This is an optimization exercise on Yosys and OpenROAD, whose aim is small area, a short achievable clock period and few clock cycles per item, not a production implementation.
In this exercise RTL edits were held to simulation tests only and were not proved equivalent to the original.

`config.mk`:
```
export PLATFORM = sky130hd
export DESIGN_NAME = ascon_p_serial_multiround
export DESIGN_NICKNAME = ascon_p_serial_multiround
export VERILOG_FILES = /design/flow/design.v
export SDC_FILE = /design/flow/constraint.sdc
export NUM_CORES = 4
export LEC_CHECK = 0
export CAP_MARGIN = 20
export CORE_MARGIN = 2
export CORE_UTILIZATION = 40
export SLEW_MARGIN = 20
```
`constraint.sdc`:
```
create_clock -name core_clock -period 4.2 [get_ports {clk}]
set_input_delay 0.8400 -clock core_clock [delete_from_list [all_inputs] [get_ports {clk}]]
set_output_delay 0.8400 -clock core_clock [all_outputs]
set_load 0.01 [all_outputs]
```
`design.v`:
```
`timescale 1ns / 1ps
module rotr
    #(parameter BW = 64)
    (
        input [BW - 1:0] val,     
        input [5:0] n_1,          
        input [5:0] n_2,          
        output [BW - 1:0] out
    );
    assign out = ((val >> n_1) | (val << (BW - n_1))) ^ ((val >> n_2) | (val << (BW - n_2)));
endmodule
`timescale 1ns / 1ps
module round_counter (
    input clk,               
    input load,              
    input inc,               
    output reg [3:0] dout,   
    output reg done          
);
    always @(posedge clk) begin
        if (load) begin
            dout <= 0;        
            done <= 0;
        end
        else if (inc && !done) begin
            dout <= dout + 1;        
            if (dout == 4'd11)       
                done <= 1;
        end
    end
endmodule
`timescale 1ns / 1ps
module ascon_p_serial_multiround     
     #(parameter BW = 64) (
         input clk,
         input rstn,
         input en,                        
         input en_inc,                    
         input [2:0] slice_idx,           
         input [BW-1:0] slice_in,         
         output reg [BW-1:0] slice_out,   
         output done                      
     );
    reg [BW-1:0] state [0:4];
    wire [3:0] round;
    wire [BW*5 - 1:0] next_state_w;
    always @(posedge clk or negedge rstn) begin
        if (!rstn) begin
            state[0] <= 0; state[1] <= 0; state[2] <= 0;
            state[3] <= 0; state[4] <= 0;
        end else if (en) begin
            state[slice_idx] <= slice_in;
        end 
        else if (en_inc && !done) begin
            {state[0], state[1], state[2], state[3], state[4]} <= next_state_w;
        end
    end
    wire [BW-1:0] s_rc0, s_rc1, s_rc2, s_rc3, s_rc4;
    wire [BW-1:0] s_p1_0, s_p1_1, s_p1_2, s_p1_3, s_p1_4;
    wire [BW-1:0] t0, t1, t2, t3, t4;
    wire [BW-1:0] s_p2_0, s_p2_1, s_p2_2, s_p2_3, s_p2_4;
    wire [BW-1:0] s_sub_0, s_sub_1, s_sub_2, s_sub_3, s_sub_4;
    wire [BW-1:0] s_q0, s_q1, s_q2, s_q3, s_q4;
    wire [BW-1:0] s_ld_0, s_ld_1, s_ld_2, s_ld_3, s_ld_4;
    assign s_rc0 = state[0];
    assign s_rc1 = state[1];
    assign s_rc2 = state[2] ^ {{56'd0}, (8'd240 - 8'd15 * round)};  
    assign s_rc3 = state[3];
    assign s_rc4 = state[4];
    assign s_p1_0 = s_rc0 ^ s_rc4;
    assign s_p1_4 = s_rc4 ^ s_rc3;
    assign s_p1_2 = s_rc2 ^ s_rc1;
    assign s_p1_1 = s_rc1;
    assign s_p1_3 = s_rc3;
    assign t0 = (~s_p1_0) & s_p1_1;
    assign t1 = (~s_p1_1) & s_p1_2;
    assign t2 = (~s_p1_2) & s_p1_3;
    assign t3 = (~s_p1_3) & s_p1_4;
    assign t4 = (~s_p1_4) & s_p1_0;
    assign s_p2_0 = s_p1_0 ^ t1;
    assign s_p2_1 = s_p1_1 ^ t2;
    assign s_p2_2 = s_p1_2 ^ t3;
    assign s_p2_3 = s_p1_3 ^ t4;
    assign s_p2_4 = s_p1_4 ^ t0;
    assign s_sub_1 = s_p2_1 ^ s_p2_0;
    assign s_sub_0 = s_p2_0 ^ s_p2_4;
    assign s_sub_3 = s_p2_3 ^ s_p2_2;
    assign s_sub_2 = s_p2_2 ^ {BW{1'b1}};
    assign s_sub_4 = s_p2_4;
    assign s_ld_0 = s_sub_0 ^ s_q0;
    assign s_ld_1 = s_sub_1 ^ s_q1;
    assign s_ld_2 = s_sub_2 ^ s_q2;
    assign s_ld_3 = s_sub_3 ^ s_q3;
    assign s_ld_4 = s_sub_4 ^ s_q4;
    assign next_state_w = {s_ld_0, s_ld_1, s_ld_2, s_ld_3, s_ld_4};
    reg [BW-1:0] tmp_out;
    always @(*) begin
        case (slice_idx)
            3'd0: tmp_out = state[0];
            3'd1: tmp_out = state[1];
            3'd2: tmp_out = state[2];
            3'd3: tmp_out = state[3];
            3'd4: tmp_out = state[4];
            default: tmp_out = 0;
        endcase
    end
    always @(posedge clk or negedge rstn) begin
        if (!rstn)
            slice_out <= 'd0;
        else 
            slice_out <= tmp_out;
    end
    round_counter round_ctr (
        .clk(clk),
        .load(!rstn || en),    
        .inc(en_inc),
        .dout(round),
        .done(done)
    );
    rotr ROT0(.val(s_sub_0), .n_1(19), .n_2(28), .out(s_q0));
    rotr ROT1(.val(s_sub_1), .n_1(61), .n_2(39), .out(s_q1));
    rotr ROT2(.val(s_sub_2), .n_1(1),  .n_2(6),  .out(s_q2));
    rotr ROT3(.val(s_sub_3), .n_1(10), .n_2(17), .out(s_q3));
    rotr ROT4(.val(s_sub_4), .n_1(7),  .n_2(41), .out(s_q4));
endmodule
```
`run.sh`:
```
#!/bin/bash
# synth_recipe.tcl (not shown) runs the flow's synth.tcl, then flattens the netlist and writes it again
# the make line also repeats each setting of config.mk as NAME=value (left out here)
make -C /OpenROAD-flow-scripts/flow DESIGN_CONFIG=/design/flow/config.mk WORK_HOME=/design/flow/orfs CLKGATE_MAP_FILE= SYNTH_SCRIPT=/design/flow/synth_recipe.tcl finish
```
==> flow_summary.yaml, run 1 <==
clocking:
  clock-sinks: 389
  htree_levels: 2
  clk_latency_ns: 0.63
  hold_buffers: 0
  cts_buffers: 51
  ctsLongestPathBuffers: 3
  cts_tree: "built"
  cts_root_buffer: "clkbuf_16"
  cts.clk_slew.worst_paths_ns: 0.06
global_routing:
  antenna_found_initial: 2
  grt_max_degree: 126
  grt_usage_pct: 34.44
  grt_pass1_wl_mm: 205.1
  grt_pass1_vias: 27080
  overflow: 0
layout:
  final_layout_size_suffix_gt1_share_pct: 7.243
  multi_input_area_mm2: 0.02185
  diodes: 0
  final_nets: 4090
  nFillCells: 7830
  finalNonFillerCells: 4967
  areaGrowthSynthToFinish_pct: 16.13
  regArea_mm2: 0.009716
placement:
  dp_slack_ns: -0.07023
  placed_cells: 4874
  dpl.hpwl_mm: 110.8
  port_buffers: 135
  gp_congestion: 1.095
drt:
  vias_per_cell: 5.788
  post-route-drc-count: 0
  drtAntennaViolNets: 0
  drt-wirelength-per-cell_um: 29.38
  drtPass1Iterations: 6
  via_count: 28750
  drt-initial-drc-count: 3613
  wirelength_mm: 145.9
sta:
  slew_headroom_pct: 15.72
  maxSlewViolCount: 0
  finalClockSkew_ns: 0.02920
  worst_pin_slew_ns: 1.255
  post-route-min-period_ns: 4.035
  hold_viol: 0
  final.setup.worst_slack_ns: 0.1647
  finalCritPeriodShare_pct: 96.08
  finalSetupViolCount: 0
  max_freq_mhz: 247.8
setup_path:
  cp_max_fo: 5
  worstSetupStartpointType: "register"
  cp.arrival_ns: 4.53
  end_kind: "register"
  worst-setup-path-type: "register to register"
  required_ns: 4.69
synthesis:
  syn-num-nets: 3919
  async_flop_share_pct: 98.71
  syn_inst: 3699
  ys_warn_count: 13
  avgSynthCellArea_um2: 8.821
  synth_ff_type: "dfrtp_1"
  synth_area_mm2: 0.03263
  synth.yosys.seq_area_share_pct: 29.76
  ys_ff_latch: 389
  synth_edf_count: 0
  yosysUniqueCellTypes: 45
floorplan:
  chipHeight_um: 289.6
  core_mm2: 0.08068
  die_w_um: 289.6
  row_count: 104
  floorplan.initialDensity_pct: 40.44
  io-pin-count: 136
  dieArea_mm2: 0.08387
worst_hold_path:
  hold_path.class: "input pin to async pin"
outcome:
  outcome: "complete, no violations"
flow_run:
  cap_violations: 0
[final timing paths]
check | endpoint | start | slack (ns) | depth (start not counted)
setup / recovery | state[3][53] | round_ctr.dout[1] | 0.16 | 17
hold / removal | slice_out[38] | rstn | 0.21 | 1
setup reg to reg | state[3][53] | round_ctr.dout[1] | 0.16 | 17
hold reg to reg | state[2][4] | state[2][4] | 0.53 | 2
max in group asynchronous | state[1][0] | rstn | 2.92 | 2
min in group core_clock | state[2][4] | state[2][4] | 0.53 | 2
[synthesized netlist by cell type (2+ instances only)]
master	instances	share of area, %
buf_2	27	0.41
o22ai_1	64	1.2
nand2b_1	84	1.6
nand3b_1	2	0.046
nor3b_1	3	0.069
maj3_1	12	0.37
a21o_1	2	0.046
or3_1	2	0.038
mux2i_1	103	3.2
a31oi_1	24	0.46
xnor2_2	8	0.40
xor2_1	301	8.1
o21a_1	128	2.9
ha_1	144	5.5
buf_1	25	0.29
o21ai_0	293	4.5
clkbuf_1	121	1.4
o221ai_1	5	0.13
nand2_1	378	4.3
xnor2_1	856	23
a21oi_1	134	2.1
o211ai_1	164	3.8
inv_1	157	1.8
nand3_1	2	0.031
fa_1	5	0.31
a22oi_1	63	1.4
nor2b_1	4	0.077
nor2_1	176	2.0
a21boi_0	9	0.21
dfrtp_1	384	29
dfxtp_1	5	0.31
[timing repair]
action,in CTS,in global routing
endpoints found under the hold margin,0,0
endpoints found under the setup margin,4,29
buffers inserted,0,3
gates resized for setup,2,22
pin swaps,0,7
[cell families after synthesis]
family / Yosys count / share of synthesized area [%]
XOR/XNOR: 1167 / 31.58
multiplexers: 104 / 3.229
flip-flops: 389 / 29.76
buffers and inverters: 330 / 3.900
adder cells (fa/ha/maj): 161 / 6.197
AND/OR/NAND/NOR: 654 / 8.314
AO/OA/AOI/OAI: 894 / 17.03
[flip-flops by register name, summed over array words and instances (netlist names)]
register,cells
round_ctr.dout,4
round_ctr.done,1
state,320
slice_out,64
[cell type report]
type / count / share of cell area (%)
tap: 1060 / 3.500
sequential: 389 / 25.64
clock buffer: 74 / 3.972
clock inverter: 16 / 0.4425
timing repair buffer: 291 / 7.225
multi-input combinational: 2980 / 57.66
inverter: 157 / 1.555
[critical path, stage by stage (launching register included)]
cell	delay, ns
dfxtp_2	0.32
buf_4	0.15
ha_1	0.31
fa_1	0.51
inv_1	0.04
ha_1	0.20
fa_1	0.47
a21o_1	0.20
a21oi_1	0.17
xnor2_1	0.16
ha_1	0.29
xnor2_2	0.26
xnor2_2	0.08
buf_4	0.17
xor2_1	0.17
xnor2_1	0.17
o21ai_0	0.16
o21ai_0	0.09
[layer usage]
layer / vias to the layer above / GRT usage, % / part of all wire [%]
li1: 12730 / - / -
met1: 14060 / 46.65 / 41
met2: 1567 / 50.52 / 42
met3: 386 / 6.994 / 10
met4: 2 / 20.65 / 7.1
met5: - / 0 / 0.011
[per-stage QoR]
stage | cell area [um^2] | setup TNS, ns | hold slack [ns] | utilization (%)
after global routing | 37890 | -0.1397 | 0.2507 | 46.97
after global placement | 36080 | -0.08821 | 0.5075 | 44.72
after detailed placement | 36090 | -0.1784 | 0.5152 | 44.73
after floorplan | 32630 | 0 | 0.4897 | -
after CTS | 37780 | 0 | 0.2357 | 46.83
final | 37890 | 0 | 0.2060 | 46.97
[placed cells by master (no fill, tap or decap), drive strengths merged, types with 3 or more instances in the layout]
master	n
a21boi	9
a21oi	135
a22oi	63
a31oi	24
buf	161
bufinv	3
clkbuf	74
clkdlybuf4s50	130
clkinv	10
dfrtp	384
dfxtp	5
fa	5
ha	144
inv	158
maj3	12
mux2i	104
nand2	378
nand2b	84
nor2	176
nor2b	4
nor3b	3
o211ai	164
o21a	128
o21ai	295
o221ai	5
o22ai	64
xnor2	864
xor2	302
Testbench counts, summed over its fixed seeds: cycles 6,576, items 384.
==> run 2, diff against run 1 <==
==> design.v (replaced) <==
`timescale 1ns / 1ps
module rotr
    #(parameter BW = 64)
    (
        input [BW - 1:0] val,     
        input [5:0] n_1,          
        input [5:0] n_2,          
        output [BW - 1:0] out
    );
    assign out = ((val >> n_1) | (val << (BW - n_1))) ^ ((val >> n_2) | (val << (BW - n_2)));
endmodule
`timescale 1ns / 1ps
module round_counter (
    input            clk,
    input            rstn,
    input            en,       
    input            inc,      
    output reg [3:0] dout,     
    output reg       done,     
    output           adv       
);
    assign adv = rstn & ~en & inc & ~done;
    always @(posedge clk) begin
        if (!rstn || en) begin
            dout <= 4'd0;
            done <= 1'b0;
        end else if (inc && !done) begin
            dout <= dout + 4'd1;
            if (dout == 4'd11)
                done <= 1'b1;
        end
    end
endmodule
`timescale 1ns / 1ps
module ascon_p_serial_multiround     
     #(parameter BW = 64) (
         input clk,
         input rstn,
         input en,                        
         input en_inc,                    
         input [2:0] slice_idx,           
         input [BW-1:0] slice_in,         
         output reg [BW-1:0] slice_out,   
         output done                      
     );
    reg  [BW-1:0] x0, x1, x2, x3, x4;
    wire [3:0]    round;
    wire          adv;
    round_counter round_ctr (
        .clk(clk), .rstn(rstn), .en(en), .inc(en_inc),
        .dout(round), .done(done), .adv(adv)
    );
    wire [BW-1:0] a2 = x2 ^ {56'd0, ~round, round};    
    wire [BW-1:0] b0 = x0 ^ x4;
    wire [BW-1:0] b1 = x1;
    wire [BW-1:0] b2 = a2 ^ x1;
    wire [BW-1:0] b3 = x3;
    wire [BW-1:0] b4 = x4 ^ x3;
    wire [BW-1:0] c0 = b0 ^ (~b1 & b2);
    wire [BW-1:0] c1 = b1 ^ (~b2 & b3);
    wire [BW-1:0] c2 = b2 ^ (~b3 & b4);
    wire [BW-1:0] c3 = b3 ^ (~b4 & b0);
    wire [BW-1:0] c4 = b4 ^ (~b0 & b1);
    wire [BW-1:0] d0 = c0 ^ c4;
    wire [BW-1:0] d1 = c1 ^ c0;
    wire [BW-1:0] d2 = ~c2;
    wire [BW-1:0] d3 = c3 ^ c2;
    wire [BW-1:0] d4 = c4;
    wire [BW-1:0] q0, q1, q2, q3, q4;
    rotr ROT0(.val(d0), .n_1(6'd19), .n_2(6'd28), .out(q0));
    rotr ROT1(.val(d1), .n_1(6'd61), .n_2(6'd39), .out(q1));
    rotr ROT2(.val(d2), .n_1(6'd1),  .n_2(6'd6),  .out(q2));
    rotr ROT3(.val(d3), .n_1(6'd10), .n_2(6'd17), .out(q3));
    rotr ROT4(.val(d4), .n_1(6'd7),  .n_2(6'd41), .out(q4));
    wire [BW-1:0] r0 = d0 ^ q0;
    wire [BW-1:0] r1 = d1 ^ q1;
    wire [BW-1:0] r2 = d2 ^ q2;
    wire [BW-1:0] r3 = d3 ^ q3;
    wire [BW-1:0] r4 = d4 ^ q4;
    wire ld0 = rstn & en & (slice_idx == 3'd0);
    wire ld1 = rstn & en & (slice_idx == 3'd1);
    wire ld2 = rstn & en & (slice_idx == 3'd2);
    wire ld3 = rstn & en & (slice_idx == 3'd3);
    wire ld4 = rstn & en & (slice_idx == 3'd4);
    wire h0  = rstn & ~ld0 & ~adv;
    wire h1  = rstn & ~ld1 & ~adv;
    wire h2  = rstn & ~ld2 & ~adv;
    wire h3  = rstn & ~ld3 & ~adv;
    wire h4  = rstn & ~ld4 & ~adv;
    always @(posedge clk) begin
        x0 <= ({BW{ld0}} & slice_in) | ({BW{adv}} & r0) | ({BW{h0}} & x0);
        x1 <= ({BW{ld1}} & slice_in) | ({BW{adv}} & r1) | ({BW{h1}} & x1);
        x2 <= ({BW{ld2}} & slice_in) | ({BW{adv}} & r2) | ({BW{h2}} & x2);
        x3 <= ({BW{ld3}} & slice_in) | ({BW{adv}} & r3) | ({BW{h3}} & x3);
        x4 <= ({BW{ld4}} & slice_in) | ({BW{adv}} & r4) | ({BW{h4}} & x4);
    end
    wire s0 = (slice_idx == 3'd0);
    wire s1 = (slice_idx == 3'd1);
    wire s2 = (slice_idx == 3'd2);
    wire s3 = (slice_idx == 3'd3);
    wire s4 = (slice_idx == 3'd4);
    always @(posedge clk)
        slice_out <= ({BW{s0}} & x0) | ({BW{s1}} & x1) | ({BW{s2}} & x2)
                   | ({BW{s3}} & x3) | ({BW{s4}} & x4);
endmodule
--- a/config.mk
+++ b/config.mk
@@ -9,3 +9,4 @@
 export CORE_MARGIN = 2
 export CORE_UTILIZATION = 40
+export SETUP_SLACK_MARGIN = 1.5
 export SLEW_MARGIN = 20
==> flow_summary.yaml, run 2 <==
setup_path:
  r2r_end: "x3[54]"
  worst-path-buf-inv: 0
  end_kind: "register"
  required_ns: 4.75
  worst-setup-path-type: "register to register"
  slowest_stage: "xnor2_1"
  cpPeakStageDelay_ns: 0.82
  worst_path_most_repeated_cell: "xnor2_1"
  r2r_cells: 6
  timing.rr.start: "round_ctr.dout[3]"
  crit_chain: "xnor2_1, ha_1, xnor2_2, xnor2_1, xnor3_1, o21ai_1"
  cp_max_fo: 4
  path_delay_family: "XOR/XNOR gates"
  regToRegSetupSlack_ns: 1.43
  cp.arrival_ns: 3.32
  worstSetupStartpointType: "register"
drt:
  via_count: 26080
  post-route-drc-count: 0
  drt-wirelength-per-cell_um: 36.47
  vias_per_cell: 6.229
  drt-initial-drc-count: 3790
  drtAntennaViolNets: 0
  drtPass1Iterations: 6
  wirelength_mm: 152.7
placement:
  port_buffers: 135
  postPlaceCellArea_mm2: 0.03392
  dpl.hpwl_mm: 112.7
  gp_congestion: 1.039
floorplan:
  die_w_um: 281.7
  chipHeight_um: 281.7
  core_mm2: 0.07608
  row_count: 101
  io-pin-count: 136
  dieArea_mm2: 0.07933
  floorplan.initialDensity_pct: 40.53
flow_run:
  cap_violations: 0
synthesis:
  async_flop_share_pct: 0
  ys_warn_count: 2
  syn-num-nets: 3183
  avgSynthCellArea_um2: 10.34
  syn_inst: 2983
  synth_area_mm2: 0.03084
  synth.yosys.seq_area_share_pct: 25.25
  synth_ff_type: "dfxtp_1"
  synthTopCellsByArea: "dfxtp_1, xnor3_1, xnor2_1, a22oi_1, ha_1"
  ys_top_cells_by_count: "xnor2_1, dfxtp_1, a22oi_1"
  synth_edf_count: 0
  yosysMostFrequentCell: "xnor2_1"
  synth_top_area_share_pct: 25.25
  synth_top_area_cell: "dfxtp_1"
  ys_ff_latch: 389
  yosysUniqueCellTypes: 40
layout:
  final_area_mm2: 0.03593
  layout_common_cells: "xnor2_1, dfxtp_1, a22oi_1, o21ai_1, xnor3_1"
  final_layout_size_suffix_gt1_share_pct: 12.57
  final_nets: 3315
  final_common_cell: "xnor2_1"
  fin_util_pct: 47.22
  areaGrowthSynthToFinish_pct: 16.50
sta:
  worst_pin_slew_ns: 1.288
  hold_slack_ns: 0.5363
  post-route-min-period_ns: 2.770
  slew_headroom_pct: 13.54
  finalClockSkew_ns: 0.01947
  finalCritPeriodShare_pct: 65.95
  finalSetupViolCount: 0
  hold_viol: 0
  rsz0062_at_grt: "no"
  maxSlewViolCount: 0
  tns_ns: 0
  max_freq_mhz: 361.0
worst_hold_path:
  holdPathStages: 2
  hold_path.class: "register to register"
  min_to: "round_ctr.done"
  hold_path.startpoint: "round_ctr.done"
clocking:
  cts_tree: "built"
  ctsLongestPathBuffers: 3
  htree_levels: 2
  hold_buffers: 0
  clk_latency_ns: 0.62
  cts_root_buffer: "clkbuf_16"
  clock-sinks: 389
  cts.clk_slew.worst_paths_ns: 0.06
  cts_buffers: 51
global_routing:
  grt_usage_pct: 38.07
  grt_max_degree: 116
  overflow: 0
  grt_pass1_wl_mm: 206.7
  grt_pass1_vias: 24750
  antenna_found_initial: 14
outcome:
  outcome: "complete, no violations"
==> run 2: metrics by stage <==
| step | setup slack [ns] | instances |
|---|---|---|
| after floorplan | 1.906 | 2983 |
| after global placement | 0.7086 | 4089 |
| after detailed placement | 0.6388 | 4090 |
| after CTS | 1.471 | 4180 |
| after global routing | 1.509 | 4182 |
| final | 1.430 | 4187 |
==> run 2: what timing repair did <==
item                       in CTS  in global routing
setup endpoints to repair      97                162
cloned                          1                  0
setup buffers                   0                  1
pin swaps                       1                  1
gates resized for setup        22                 26
==> run 2: worst max path at each step <==
stage | startpoint | to | slack [ns] | cells after the start
floorplan | slice_idx[2] | slice_out[57] | 1.91 | 6
global placement | rstn | x0[63] | 0.71 | 7
detailed placement | en | x0[50] | 0.64 | 7
CTS | en_inc | x4[44] | 1.47 | 8
global route | x1[39] | x3[22] | 1.51 | 7
finish | round_ctr.dout[3] | x3[54] | 1.43 | 6
==> run 2: cell type report <==
cell class | instances | area (um^2)
repair buffers | 223 | 2215
well taps | 1030 | 1289
flip-flops and latches | 389 | 7787
clock inverters | 14 | 128.9
clock buffers | 75 | 1499
inverters | 193 | 724.4
multi-input cells | 2257 | 22270
diodes | 6 | 15.01
fillers | 7108 | 40150
==> run 2: logic make-up (layout without fill, tap and decap cells) <==
family,after synthesis,in the layout,share of synthesized area [%]
XOR/XNOR,907,907,39.78
AO/OA/AOI/OAI,825,825,17.74
multiplexers,69,69,2.240
flip-flops,389,389,25.25
adder cells (fa/ha/maj),193,193,7.433
buffers and inverters,338,505,4.163
AND/OR/NAND/NOR,262,263,3.396
other,0,6,0
==> run 2: worst min-delay path, cell delays in order (launching register included) <==
cell and delay, ns:
dfxtp_1 0.36, a41oi_1 0.06, nor2_1 0.08
==> run 2: routing by layer <==
layer  wire length [um]  global-route usage, %  up-vias
met5                 99                      0        -
met4              11000                  24.20       14
met3              15900                  7.516      373
met2              64440                  55.80     1668
met1              61250                  51.26    13100
li1                   -                      -    10930
Testbench counts of run 2, summed over its fixed seeds: cycles 6,576, items 384.
==> run 3, diff against run 2 <==
--- a/config.mk
+++ b/config.mk
@@ -9,4 +9,4 @@
 export CORE_MARGIN = 2
 export CORE_UTILIZATION = 40
-export SETUP_SLACK_MARGIN = 1.5
+export SETUP_SLACK_MARGIN = 2.2
 export SLEW_MARGIN = 20
==> flow_summary.yaml, run 3 <==
layout:
  regArea_mm2: 0.008169
  areaGrowthSynthToFinish_pct: 48.73
  final_common_cell: "buf_4"
  layout_common_cells: "buf_4, a22oi_1, o21ai_1, xnor2_1, xnor3_1"
  final_layout_size_suffix_gt1_share_pct: 42.37
  final_nets: 3692
  fin_util_pct: 60.29
  multi_input_area_mm2: 0.02794
  nFillCells: 6045
  finalNonFillerCells: 4562
outcome:
  outcome: "complete, no violations"
drt:
  met1_length_mm: 60.48
  drt-initial-drc-count: 3728
  wirelength_mm: 163.0
  drt-wirelength-per-cell_um: 35.74
  vias_per_cell: 6.231
  drtAntennaViolNets: 0
  via_count: 28430
  wl_met2_mm: 69.60
  wl_met3_mm: 18.87
  post-route-drc-count: 0
  drtPass1Iterations: 8
  topRoutingLayerUsed: "met5"
synthesis:
  syn_inst: 2983
  async_flop_share_pct: 0
  synth_top_area_share_pct: 25.25
  ys_warn_count: 2
  yosysUniqueCellTypes: 40
  ys_top_cells_by_count: "xnor2_1, dfxtp_1, a22oi_1"
  ys_ff_latch: 389
  synth_edf_count: 0
  yosysMostFrequentCell: "xnor2_1"
  synthTopCellsByArea: "dfxtp_1, xnor3_1, xnor2_1, a22oi_1, ha_1"
  synth_area_mm2: 0.03084
  synth_top_area_cell: "dfxtp_1"
  avgSynthCellArea_um2: 10.34
  synth_ff_type: "dfxtp_1"
  syn-num-nets: 3183
  synth.yosys.seq_area_share_pct: 25.25
setup_path:
  path_delay_family: "XOR/XNOR gates"
  regToRegSetupSlack_ns: 2.08
  worst-path-buf-inv: 1
  cp.arrival_ns: 2.67
  cp_max_fo: 5
  slowest_stage: "xnor3_2"
  required_ns: 4.75
  cpPeakStageDelay_ns: 0.54
  crit_chain: "ha_1, xor2_1, xnor2_1, buf_6, xnor3_2, o21ai_1"
  worstSetupStartpointType: "register"
  end_kind: "register"
  worst-setup-path-type: "register to register"
floorplan:
  die_w_um: 281.7
  floorplan.initialDensity_pct: 40.53
  core_mm2: 0.07608
  io-pin-count: 136
  chipHeight_um: 281.7
  row_count: 101
  dieArea_mm2: 0.07933
placement:
  placed_cells: 4077
  port_buffers: 135
  gp_congestion: 1.048
  dp_slack_ns: 1.017
  dpl.hpwl_mm: 111.9
global_routing:
  overflow: 0
  grt_max_degree: 83
  grt_pass1_vias: 26790
  grt_usage_pct: 40.16
  grt_pass1_wl_mm: 219.3
  antenna_found_initial: 9
clocking:
  cts_tree: "built"
  ctsLongestPathBuffers: 3
  clock-sinks: 389
  cts_buffers: 50
  cts_root_buffer: "clkbuf_16"
  clk_latency_ns: 0.63
  cts.clk_slew.worst_paths_ns: 0.06
  htree_levels: 2
sta:
  tns_ns: 0
  maxSlewViolCount: 0
  final.setup.worst_slack_ns: 2.078
  finalSetupViolCount: 0
  rsz0062_at_grt: "yes"
  slew_headroom_pct: 49.62
  max_freq_mhz: 471.2
  worst_pin_slew_ns: 0.7558
  hold_viol: 0
  post-route-min-period_ns: 2.122
  finalCritPeriodShare_pct: 50.53
  finalClockSkew_ns: 0.01499
flow_run:
  cap_violations: 0
worst_hold_path:
  hold_path.class: "register to register"
## run 3: cell count changes in the layout (fill, tap and decap cells not counted), sizes merged, moves of 2 or more
cell / before / now
clkinv: 10 / 7
clkdlybuf4s50: 133 / 64
clkdlybuf4s15: 0 / 6
buf: 90 / 524
diode: 6 / 1
clkbuf: 75 / 85
dlygate4sd2: 0 / 3
clkinvlp: 2 / 0
## run 3: logic make-up after synthesis
family	count (synthesis)	synth area share [%]
flip-flops	389	25.25
buffers and inverters	338	4.163
AO/OA/AOI/OAI	825	17.74
XOR/XNOR	907	39.78
adder cells (fa/ha/maj)	193	7.433
AND/OR/NAND/NOR	262	3.396
multiplexers	69	2.240
## run 3: final cells by class
class,instances,share of cell area [%]
Antenna cell,1,0.005456
Clock buffer,82,3.369
Clock inverter,9,0.1610
Inverter,193,1.590
Multi-Input combinational cell,2257,60.91
Sequential cell,389,17.81
Tap cell,1030,2.810
Timing Repair Buffer,601,13.34
## run 3: routing by layer
metal  global-route usage [%]  vias to the layer above
li1                         -                    11650
met1                    52.27                    14180
met2                    60.56                     2022
met3                    8.775                      561
met4                    25.42                       12
met5                        0                        -
## run 3: path summary, 6_finish.rpt
check,from,end,cells past startpoint
max reg2reg,x4[8],x0[8],6
min reg2reg,x3[6],x3[6],2
max,x4[8],x0[8],6
min,x3[6],x3[6],2
## run 3: worst reg2reg max path, cell delays in order (launching register included)
cell     delay, ns
dfxtp_1       0.43
ha_1          0.31
xor2_1        0.24
xnor2_1       0.18
buf_6         0.17
xnor3_2       0.54
o21ai_1       0.18
## run 3: repair_timing
| action | 4_1_cts | 5_1_grt |
|---|---|---|
| hold buffers | 0 | 0 |
| resized for setup | 917 | 376 |
| pin swaps | 272 | 195 |
| cloned | 5 | 1 |
| endpoints found under the setup margin | 449 | 273 |
| buffers inserted | 281 | 106 |
## run 3: per-stage QoR
| stage | area [um^2] | hold WS (ns) |
|---|---|---|
| 2_1_floorplan | 31120 | 0.4904 |
| 6_report | 45870 | 0.5089 |
| 4_1_cts | 43330 | 0.5197 |
| 5_1_grt | 45870 | 0.5359 |
| 3_5_place_dp | 34010 | 0.5173 |
| 3_3_place_gp | 33980 | 0.5002 |
==> run 4, diff against run 3 <==
--- a/config.mk
+++ b/config.mk
@@ -9,4 +9,3 @@
 export CORE_MARGIN = 2
 export CORE_UTILIZATION = 40
-export SETUP_SLACK_MARGIN = 2.2
 export SLEW_MARGIN = 20
==> flow_summary.yaml, run 4 <==
outcome:
  outcome: "complete, no violations"
sta:
  tns_ns: 0
  hold_viol: 0
  finalSetupViolCount: 0
  maxSlewViolCount: 0
  finalCritPeriodShare_pct: 72.25
  post-route-min-period_ns: 3.035
  rsz0062_at_grt: "no"
  max_freq_mhz: 329.5
  worst_pin_slew_ns: 1.335
  slew_headroom_pct: 10.36
  hold_slack_ns: 0.5366
  finalClockSkew_ns: 0.01540
floorplan:
  core_mm2: 0.07608
  row_count: 101
  die_w_um: 281.7
  chipHeight_um: 281.7
  dieArea_mm2: 0.07933
  floorplan.initialDensity_pct: 40.53
  io-pin-count: 136
synthesis:
  synth_top_area_cell: "dfxtp_1"
  avgSynthCellArea_um2: 10.34
  yosysMostFrequentCell: "xnor2_1"
  synth_top_area_share_pct: 25.25
  synth_edf_count: 0
  yosysUniqueCellTypes: 40
  ys_ff_latch: 389
  synthTopCellsByArea: "dfxtp_1, xnor3_1, xnor2_1, a22oi_1, ha_1"
  ys_warn_count: 2
  ys_top_cells_by_count: "xnor2_1, dfxtp_1, a22oi_1"
  synth.yosys.seq_area_share_pct: 25.25
  syn-num-nets: 3183
  async_flop_share_pct: 0
  syn_inst: 2983
  synth_area_mm2: 0.03084
  synth_ff_type: "dfxtp_1"
drt:
  via_count: 26010
  drt-wirelength-per-cell_um: 36.31
  drtAntennaViolNets: 0
  vias_per_cell: 6.218
  wirelength_mm: 151.9
  drt-initial-drc-count: 3699
  post-route-drc-count: 0
  drtPass1Iterations: 5
clocking:
  ctsLongestPathBuffers: 3
  cts_buffers: 51
  hold_buffers: 0
  cts_root_buffer: "clkbuf_16"
  cts_resized: 0
  clock-sinks: 389
  clk_latency_ns: 0.62
  cts.clk_slew.worst_paths_ns: 0.06
  htree_levels: 2
  cts_tree: "built"
  postCtsSetupBuffers: 0
layout:
  layout_common_cells: "xnor2_1, dfxtp_1, a22oi_1, o21ai_1, xnor3_1"
  final_nets: 3313
  areaGrowthSynthToFinish_pct: 15.35
  multi_input_area_mm2: 0.02195
  final_common_cell: "xnor2_1"
  regArea_mm2: 0.007787
  fin_util_pct: 46.76
  final_layout_size_suffix_gt1_share_pct: 11.37
  nFillCells: 7134
global_routing:
  grt_pass1_vias: 24690
  grt_usage_pct: 37.88
  antenna_found_initial: 11
  grt_pass1_wl_mm: 205.9
  grt_max_degree: 116
  overflow: 0
setup_path:
  worst-setup-path-type: "register to register"
  worst_path_most_repeated_cell: "xnor2_1"
  crit_chain: "inv_1, ha_1, xnor2_1, xnor2_1, xnor3_1, o21ai_1"
  cp_max_fo: 5
  worstSetupStartpointType: "register"
  required_ns: 4.74
  slowest_stage: "xnor2_1"
  end_kind: "register"
  cpPeakStageDelay_ns: 1.07
  cp.arrival_ns: 3.58
placement:
  port_buffers: 135
  gp_congestion: 1.039
  dpl.hpwl_mm: 112.7
worst_hold_path:
  hold_path.class: "register to register"
flow_run:
  cap_violations: 0
[run 4: changes by cell type in the layout (fill, tap and decap cells not counted), moves of 84 or more]
cell     change
dfxtp_2    -164
xnor2_1    +209
ha_4        -96
xnor2_4    -168
buf_4      -251
dfxtp_1    +211
xor2_1      +86
buf_12      -84
ha_1       +112
[run 4: worst max-delay path: cells and delay by family (launching register included)]
family                     cells  cell delay [ns]
xor gates and xnor gates       3             2.03
buffers and inverters          1             0.08
AOI/OAI and AO/OA              1             0.15
DFF                            1             0.40
adders and majority gates      1             0.29
[run 4: metrics by stage]
step                      area [um^2]  std cells  setup WS (ns)
after floorplan                 30840       2983          1.906
after global placement          33890       4089         0.7086
after detailed placement        33920       4090         0.6388
after CTS                       35540       4179          1.284
after global routing            35560       4179          1.142
final                           35570       4183          1.165
[run 4: path summary, 6_finish.rpt]
path / from / endpoint / slack, ns / cells after the start
worst max register to register: x1[13] / x3[13] / 1.17 / 6
worst min register to register: round_ctr.done / round_ctr.done / 0.54 / 2
worst max-delay path: x1[13] / x3[13] / 1.17 / 6
worst min-delay path: round_ctr.done / round_ctr.done / 0.54 / 2
[run 4: area by class of cell]
| cell class | instances | share of cell area (%) |
|---|---|---|
| repair buffers | 222 | 6.142 |
| well taps | 1030 | 3.623 |
| inverters | 193 | 2.037 |
| clock buffers | 75 | 4.214 |
| clock inverters | 14 | 0.3623 |
| diodes | 4 | 0.02814 |
| flip-flops and latches | 389 | 21.89 |
| multi-input cells | 2256 | 61.70 |
[run 4: kinds of logic (layout without fill, tap and decap cells)]
group,Yosys count,count (layout),synth area share [%]
DFF,389,389,25.25
AOI/OAI and AO/OA,825,825,17.74
other,0,4,0
adders and majority gates,193,193,7.433
buffers and inverters,338,504,4.163
muxes,69,69,2.240
xor gates and xnor gates,907,907,39.78
and+or+nand+nor,262,262,3.396
[run 4: layer usage]
metal  part of all wire, %  vias up  global-route usage [%]  wire, um
met3                    10      362                   7.574     15440
met5                 0.018        -                       0        27
met4                   7.3        4                   23.95     11050
li1                      -    10920                       -         -
met2                    42     1647                   55.83     64060
met1                    40    13080                   50.71     61310
==> run 5, diff against run 4 <==
--- a/config.mk
+++ b/config.mk
@@ -8,4 +8,5 @@
 export CAP_MARGIN = 20
 export CORE_MARGIN = 2
-export CORE_UTILIZATION = 40
+export CORE_UTILIZATION = 70
+export SETUP_SLACK_MARGIN = 2.3
 export SLEW_MARGIN = 20
==> flow_summary.yaml, run 5 <==
synthesis:
  synthTopCellsByArea: "dfxtp_1, xnor3_1, xnor2_1, a22oi_1, ha_1"
  synth_edf_count: 0
  synth.yosys.seq_area_share_pct: 25.25
  synth_area_mm2: 0.03084
  avgSynthCellArea_um2: 10.34
  syn-num-nets: 3183
  synth_top_area_share_pct: 25.25
  ys_ff_latch: 389
  yosysMostFrequentCell: "xnor2_1"
  synth_ff_type: "dfxtp_1"
  synth_top_area_cell: "dfxtp_1"
  async_flop_share_pct: 0
  yosysUniqueCellTypes: 40
  ys_top_cells_by_count: "xnor2_1, dfxtp_1, a22oi_1"
  syn_inst: 2983
  ys_warn_count: 2
outcome:
  stop_stage: "clock tree synthesis"
  firstError: "[ERROR DPL-0038] Utilization greater than 100%, impossible to legalize"
  outcome: "aborted with a tool error"
placement:
  gp_congestion: 1.253
  port_buffers: 135
  dpl.hpwl_mm: 95.81
  dp_slack_ns: 0.9215
  postPlaceCellArea_mm2: 0.03379
clocking:
  htree_levels: 2
  ctsLongestPathBuffers: 3
  clock-sinks: 389
  postCtsSetupBuffers: 347
  hold_buffers: 0
  cts_resized: 1209
  cts_buffers: 45
  cts_root_buffer: "clkbuf_16"
floorplan:
  die_w_um: 213.9
  floorplan.initialDensity_pct: 71.27
  io-pin-count: 136
  row_count: 76
  chipHeight_um: 213.9
## run 5: kinds of logic after synthesis
family	after synthesis	synth area share (%)
buffers and inverters	338	4.163
AOI/OAI and AO/OA	825	17.74
adders and majority gates	193	7.433
DFF	389	25.25
muxes	69	2.240
xor gates and xnor gates	907	39.78
and+or+nand+nor	262	3.396
## run 5: how the worst max path moves through the flow
stage	from	end	slack, ns	cells past startpoint
global placement	slice_idx[1]	slice_out[55]	0.93	6
detailed placement	slice_idx[1]	slice_out[52]	0.92	6
floorplan	slice_idx[2]	x2[13]	2.18	7
## run 5: metrics by stage
stage,instances,hold slack (ns)
2_1_floorplan,2983,0.4904
3_3_place_gp,3608,0.4994
3_5_place_dp,3608,0.5221

==> port drivers added, routing unchanged <==
No port has a modelled driver above. Below, the same layouts with a new extraction and two added sets of constraints.
Step 1 assumes that a clkbuf_16 drives the clock port and a buf_2 every other input.
Step 2, shift: input delay + t, output delay - t, t = (earliest + latest rising clock arrival at the registers) / 2. This alone moves slack from input paths to output paths.
Slacks: no drivers / after step 1 / after step 2; pairs: no drivers / after step 1.
run | t (ns) | setup slack, ns | worst hold slack (ns) | latest minus earliest clock arrival (ns) | cell pins on the clock port's net
run 1 | 0.685 | 0.165 / 0.165 / 0.165 | 0.206 / 0.183 / 0.533 | 0.030 / 0.029 | 1
run 2 | 0.679 | 1.430 / 1.430 / 0.893 | 0.536 / 0.536 / 0.536 | 0.022 / 0.022 | 1
run 3 | 0.693 | 2.078 / 2.078 / 1.526 | 0.509 / 0.509 / 0.509 | 0.015 / 0.016 | 1
run 4 | 0.676 | 1.165 / 1.165 / 0.574 | 0.537 / 0.537 / 0.537 | 0.018 / 0.018 | 1
After both steps every run listed still meets setup and hold. The setup slack of run 4, which loses most, moves by 0.000 ns with the drivers and by -0.591 ns with both steps.
